Background: an optimization exercise with open tools, aiming at small area and a short achievable clock period. Do not read the settings as production practice.
RTL that was checked went through simulation tests only; none was proved equivalent to the original.
Power and IR drop assume default switching activity.

==> inputs of trial 33 <==
## fpmul_pipe
module fpmul_pipe (clk, oprA, oprB, Result);
    input clk;
    input [31:0] oprA, oprB;
    output [31:0] Result;
    wire [116:0] r1_d;
    wire [7:0] e1_d;
    wire s1_d;
    reg [116:0] r1_q;
    reg [7:0] e1_q;
    reg s1_q;
    wire [24:0] p2_d;
    reg [24:0] p2_q;
    reg [7:0] e2_q;
    reg s2_q;
    fpmul_sa u_sa (.oprA(oprA), .oprB(oprB), .r1(r1_d), .e1(e1_d), .s1(s1_d));
    fpmul_sb u_sb (.r1(r1_q), .p2(p2_d));
    fpmul_sc u_sc (.p2(p2_q), .e2(e2_q), .s2(s2_q), .Result(Result));
    always @(posedge clk)
    begin
        r1_q <= r1_d;
        e1_q <= e1_d;
        s1_q <= s1_d;
        p2_q <= p2_d;
        e2_q <= e1_q;
        s2_q <= s1_q;
    end
endmodule
Settings: LEC_CHECK=0, CAP_MARGIN=20, CORE_MARGIN=2, CORE_UTILIZATION=40, CTS_BUF_LIST=sky130_fd_sc_hd__clkbuf_4 sky130_fd_sc_hd__clkbuf_8, SETUP_SLACK_MARGIN=5, SLEW_MARGIN=20, SYNTH_HIERARCHICAL=1, SYNTH_MINIMUM_KEEP_SIZE=0; clock period 9.5 ns.
standard.sh (not shown) runs the stock make flow with config.mk's settings and CLKGATE_MAP_FILE= SYNTH_SCRIPT=/design/flow/synth_recipe.tcl, a recipe that flattens the netlist after the stock synthesis.
==> flow/flow/run.sh <==
#!/bin/bash
# The standard layout, except that the port buffers are buf_4 cells rather than the
# clkdlybuf4s50_1 delay cells buffer_ports picks by default.
set -euo pipefail
export BUFFER_PORTS_ARGS="-buffer_cell sky130_fd_sc_hd__buf_4"
bash standard.sh finish > orfs_flow.log 2>&1
==> build 83 (differences from trial 33) <==
Settings changed: CTS_BUF_LIST sky130_fd_sc_hd__clkbuf_4 sky130_fd_sc_hd__clkbuf_8 to default.
==> notes.md <==
- Build 83 finished with timing, DRC and antenna clean. Trial 33 went through all stages and came out clean.
- Clock power: trial 33 is lower than build 83 (26%).
- Between build 83 and trial 33, the lower sequential share of layout area is in build 83 (gap 0.16 points).
- Critical path depth: build 83 is lower than trial 33 (1).
- Count of clock-buffer cells in the layout is the same in build 83 and trial 33.
- Power: trial 33 is smaller than build 83 (about 2.5%).
- Die area is the same in build 83 and trial 33.
No functional check of the RTL was part of any run of this note.

* * *

==> inputs of run M <==
fpmul_pipe, a different RTL version from the one above (not shown whole).
Settings: LEC_CHECK=0, CAP_MARGIN=20, CORE_MARGIN=2, CORE_UTILIZATION=40, SETUP_SLACK_MARGIN=4.5, SLEW_MARGIN=20, SYNTH_HIERARCHICAL=1, SYNTH_MINIMUM_KEEP_SIZE=0; clock period 9.5 ns.
run.sh (not shown) runs the stock make flow with config.mk's settings and CLKGATE_MAP_FILE= SYNTH_SCRIPT=/design/flow/synth_recipe.tcl, a recipe that flattens the netlist after the stock synthesis.
Stock flow here: none of the scripts above is used.
==> inputs of run H, as changes to run M <==
SETUP_SLACK_MARGIN = unset   (was 4.5)
==> flow_summary.toml <==
[run_status]
status = "finished clean"

[power]
leakage_nw = 8.36

[sta]
fin_crit_sh_pct = 52.0
tightestPinTransition_ps = 798

[drt]
wl_um = 58200
[end of results for run M]
==> flow_summary.toml <==
[sta]
fin_crit_sh_pct = 56.6
tightestPinTransition_ps = 1150

[drt]
wl_um = 58700

[power]
leakage_nw = 8.41

[layout]
clock_area_share_pct = 4.25

[floorplan]
fp-row-count = 83

[place]
postPlaceCellArea_um2 = 21100

[run_status]
status = "finished clean"
[end of results for run H]
No run of this note included a check of the RTL's function; only the layout flow was run.

* * *

==> v9: inputs <==
Another version of the RTL of fpmul_pipe (not shown whole).
Settings: LEC_CHECK=0, CAP_MARGIN=20, CORE_MARGIN=2, CORE_UTILIZATION=40, SETUP_SLACK_MARGIN=5, SLEW_MARGIN=20, SYNTH_HIERARCHICAL=1, SYNTH_MINIMUM_KEEP_SIZE=0; clock period 9.5 ns.
standard.sh (not shown) runs the stock make flow with config.mk's settings and CLKGATE_MAP_FILE= SYNTH_SCRIPT=/design/flow/synth_recipe.tcl, a recipe that flattens the netlist after the stock synthesis.
==> flow/flow/run.sh <==
#!/bin/bash
# The standard layout, except that the port buffers are buf_2 cells rather than the
# clkdlybuf4s50_1 delay cells buffer_ports picks by default.
set -euo pipefail
export BUFFER_PORTS_ARGS="-buffer_cell sky130_fd_sc_hd__buf_2"
bash standard.sh finish > orfs_flow.log 2>&1
==> v16 (differences from v9) <==
==> flow/flow/run.sh (replaced) <==
#!/bin/bash
# The standard layout, except that the port buffers are buf_4 cells rather than the
# clkdlybuf4s50_1 delay cells buffer_ports picks by default, and that timing repair aims
# for a setup slack of 5.5 ns at the 9.5 ns clock.
set -euo pipefail
export BUFFER_PORTS_ARGS="-buffer_cell sky130_fd_sc_hd__buf_4"
export SETUP_SLACK_MARGIN=5.5
bash standard.sh finish > orfs_flow.log 2>&1
SETUP_SLACK_MARGIN = unset   (was 5)
==> v23 (differences from v9) <==
==> flow/flow/run.sh (replaced) <==
#!/bin/bash
# The standard layout, except that the port buffers are buf_4 cells rather than the
# clkdlybuf4s50_1 delay cells buffer_ports picks by default.
set -euo pipefail
export BUFFER_PORTS_ARGS="-buffer_cell sky130_fd_sc_hd__buf_4"
bash standard.sh finish > orfs_flow.log 2>&1
TNS_END_PERCENT = 0   (was unset)
==> notes.md <==
The highest clock skew belongs to v23, the lowest to v9.
The highest first-iteration DRC count belongs to v16, the lowest to v9.
Synthesized area is the same in v16 and v23.
Between v9 and v16, the lower combinational power is in v9 (gap about 9%, measured against v16).
Cell area: v16 > v9 > v23.

* * *

==> v6: inputs <==
Another version of the RTL of fpmul_pipe (not shown whole).
Design fpmul_pipe, start of the top module:
module fpmul_pipe (clk, oprA, oprB, Result);
    input clk;
    input [31:0] oprA, oprB;
    output [31:0] Result;
    wire [130:0] r1_d;
    wire [7:0] e1_d;
    wire s1_d;
    reg [130:0] r1_q;
    reg [7:0] e1_q;
    reg s1_q;
    wire [24:0] p2_d;
    reg [24:0] p2_q;
    reg [7:0] e2_q;
    reg s2_q;
    fpmul_sa u_sa (.oprA(oprA), .oprB(oprB), .r1(r1_d), .e1(e1_d), .s1(s1_d));
    fpmul_sb u_sb (.r1(r1_q), .p2(p2_d));
    fpmul_sc u_sc (.p2(p2_q), .e2(e2_q), .s2(s2_q), .Result(Result));
    always @(posedge clk)
    begin
        r1_q <= r1_d;
        e1_q <= e1_d;
        s1_q <= s1_d;
        p2_q <= p2_d;
        e2_q <= e1_q;
        s2_q <= s1_q;
    end
endmodule
==> flow/config.mk <==
export PLATFORM = sky130hd
export DESIGN_NAME = fpmul_pipe
export DESIGN_NICKNAME = fpmul_pipe
export VERILOG_FILES = /design/flow/design.v
export SDC_FILE = /design/flow/constraint.sdc
export NUM_CORES = 4
export LEC_CHECK = 0
export CAP_MARGIN = 20
export CORE_MARGIN = 2
export CORE_UTILIZATION = 40
export CTS_BUF_LIST = sky130_fd_sc_hd__clkbuf_4 sky130_fd_sc_hd__clkbuf_8
export SETUP_SLACK_MARGIN = 5
export SLEW_MARGIN = 20
export SYNTH_HIERARCHICAL = 1
export SYNTH_MINIMUM_KEEP_SIZE = 0
==> flow/constraint.sdc <==
create_clock -name core_clock -period 9.5 [get_ports {clk}]
set_input_delay 1.9000 -clock core_clock [delete_from_list [all_inputs] [get_ports {clk}]]
set_output_delay 1.9000 -clock core_clock [all_outputs]
set_load 0.01 [all_outputs]
==> flow/flow/run.sh <==
#!/bin/bash
# The standard layout, except that the port buffers are buf_2 cells rather than the
# clkdlybuf4s50_1 delay cells buffer_ports picks by default.
set -euo pipefail
export BUFFER_PORTS_ARGS="-buffer_cell sky130_fd_sc_hd__buf_2"
bash standard.sh finish > orfs_flow.log 2>&1
==> v11 (differences from v6) <==
==> flow/flow/run.sh (replaced) <==
#!/bin/bash
# The standard layout, except that the port buffers are buf_2 cells rather than the
# clkdlybuf4s50_1 delay cells buffer_ports picks by default, and that timing repair aims
# for a setup slack of 4.8 ns at the 9.5 ns clock.
set -euo pipefail
export BUFFER_PORTS_ARGS="-buffer_cell sky130_fd_sc_hd__buf_2"
export SETUP_SLACK_MARGIN=4.8
bash standard.sh finish > orfs_flow.log 2>&1
--- a/flow/config.mk
+++ b/flow/config.mk
@@ -11,3 +11,2 @@
 export CTS_BUF_LIST = sky130_fd_sc_hd__clkbuf_4 sky130_fd_sc_hd__clkbuf_8
-export SETUP_SLACK_MARGIN = 5
 export SLEW_MARGIN = 20
==> v8 (differences from v6) <==
--- a/flow/config.mk
+++ b/flow/config.mk
@@ -10,3 +10,2 @@
 export CORE_UTILIZATION = 40
-export CTS_BUF_LIST = sky130_fd_sc_hd__clkbuf_4 sky130_fd_sc_hd__clkbuf_8
 export SETUP_SLACK_MARGIN = 5
==> qor summary <==
|  | v6 | v11 | v8 |
|---|---|---|---|
| Root buffer cell | clkbuf_8 | clkbuf_8 | clkbuf_16 |
| Post-route cell area | 18800 sq um | 18700 sq um | 19000 sq um |
| Critical Path Source | oprB[11] | oprB[1] | oprB[11] |
| Skew final | 13.6 ps | 18.4 ps | 6.70 ps |
| Total Wirelength | 51.3 mm | 51.8 mm | 51.5 mm |
| DR WL/cell | 23.0 um | 23.3 um | 23.1 um |
| Global-route track usage on met3 | 6.60% | 5.53% | 6.71% |
| Count of clock buffers in the final design | 23 | 17 | 23 |
| Worst max-slew margin expressed relative to the limit | 44.4% | 28.0% | 45.3% |
| Destination of the critical timing path | r1_q[115] | r1_q[65] | r1_q[84] |
| Data arrival at the endpoint of the critical path | 4890 ps | 5110 ps | 4820 ps |
| Status | finished clean | finished clean | finished clean |
| Fraction of standard cell area that is sequential | 18.5% | 18.7% | 18.3% |
| Combinational group share of total power | 71.2% | 71.8% | 69.5% |
| Reg-to-reg slack, setup | 5330 ps | 5060 ps | 5330 ps |
| Setup slack of the critical path after layout | 5030 ps | 4810 ps | 5050 ps |
| Fillers | 4436 | 4458 | 4415 |
| Clock network power consumption | 580 uW | 566 uW | 749 uW |
| Number of resized instances in the post-cts repair step | 19 | 13 | 25 |
| Post-Place Cell Area | 18200 sq um | 18200 sq um | 18200 sq um |
| Met3 routed wirelength | 4.92 mm | 5.06 mm | 5.18 mm |
| Iteration count of the initial detailed-routing pass | 6 | 6 | 5 |
| Internal power contribution | 3.72 mW | 3.69 mW | 3.87 mW |
| Total number of vias | 12500 | 12700 | 12600 |
| First-pass GRT wire length | 79.1 mm | 79.4 mm | 79.1 mm |
| Overall power consumption | 6.89 mW | 6.96 mW | 7.06 mW |

-- separate check: timing with driven ports --
No port has a modelled driver above. Below, the same layouts with a new extraction and two added sets of constraints.
Step 1 sets driving cells, clkbuf_16 on the clock port and buf_2 on the other inputs (assumed; they add their load-dependent delay and slew).
Step 2 moves the port delays by t, midway between the first and last clock arrival at a register: inputs arrive t later, outputs are due t later. That takes back most of the time a late clock gives input paths.
a / b / c = ideal ports / drivers / drivers and shift; a / b = the first two.
run	shift t [ns]	setup slack, ns	clock arrival spread, ns
trial 33	0.571	5.065 / 5.076 / 4.505	0.022 / 0.022
build 83	0.508	5.024 / 5.040 / 4.532	0.015 / 0.015
run M	0.601	4.564 / 4.589 / 3.989	0.023 / 0.023
run H	0.604	4.126 / 4.129 / 3.525	0.030 / 0.030
v9	0.546	5.053 / 5.051 / 4.506	0.018 / 0.019
v16	0.540	5.279 / 5.185 / 4.645	0.016 / 0.016
v23	0.537	5.013 / 5.033 / 4.496	0.016 / 0.016
v6	0.597	5.034 / 5.067 / 4.469	0.019 / 0.019
v11	0.578	4.808 / 4.820 / 4.242	0.026 / 0.026
v8	0.534	5.047 / 5.082 / 4.548	0.012 / 0.012
After both steps every run listed still meets setup and hold. For v16, which loses most, drivers alone change the setup slack by -0.094 ns; drivers and shift together by -0.634 ns.
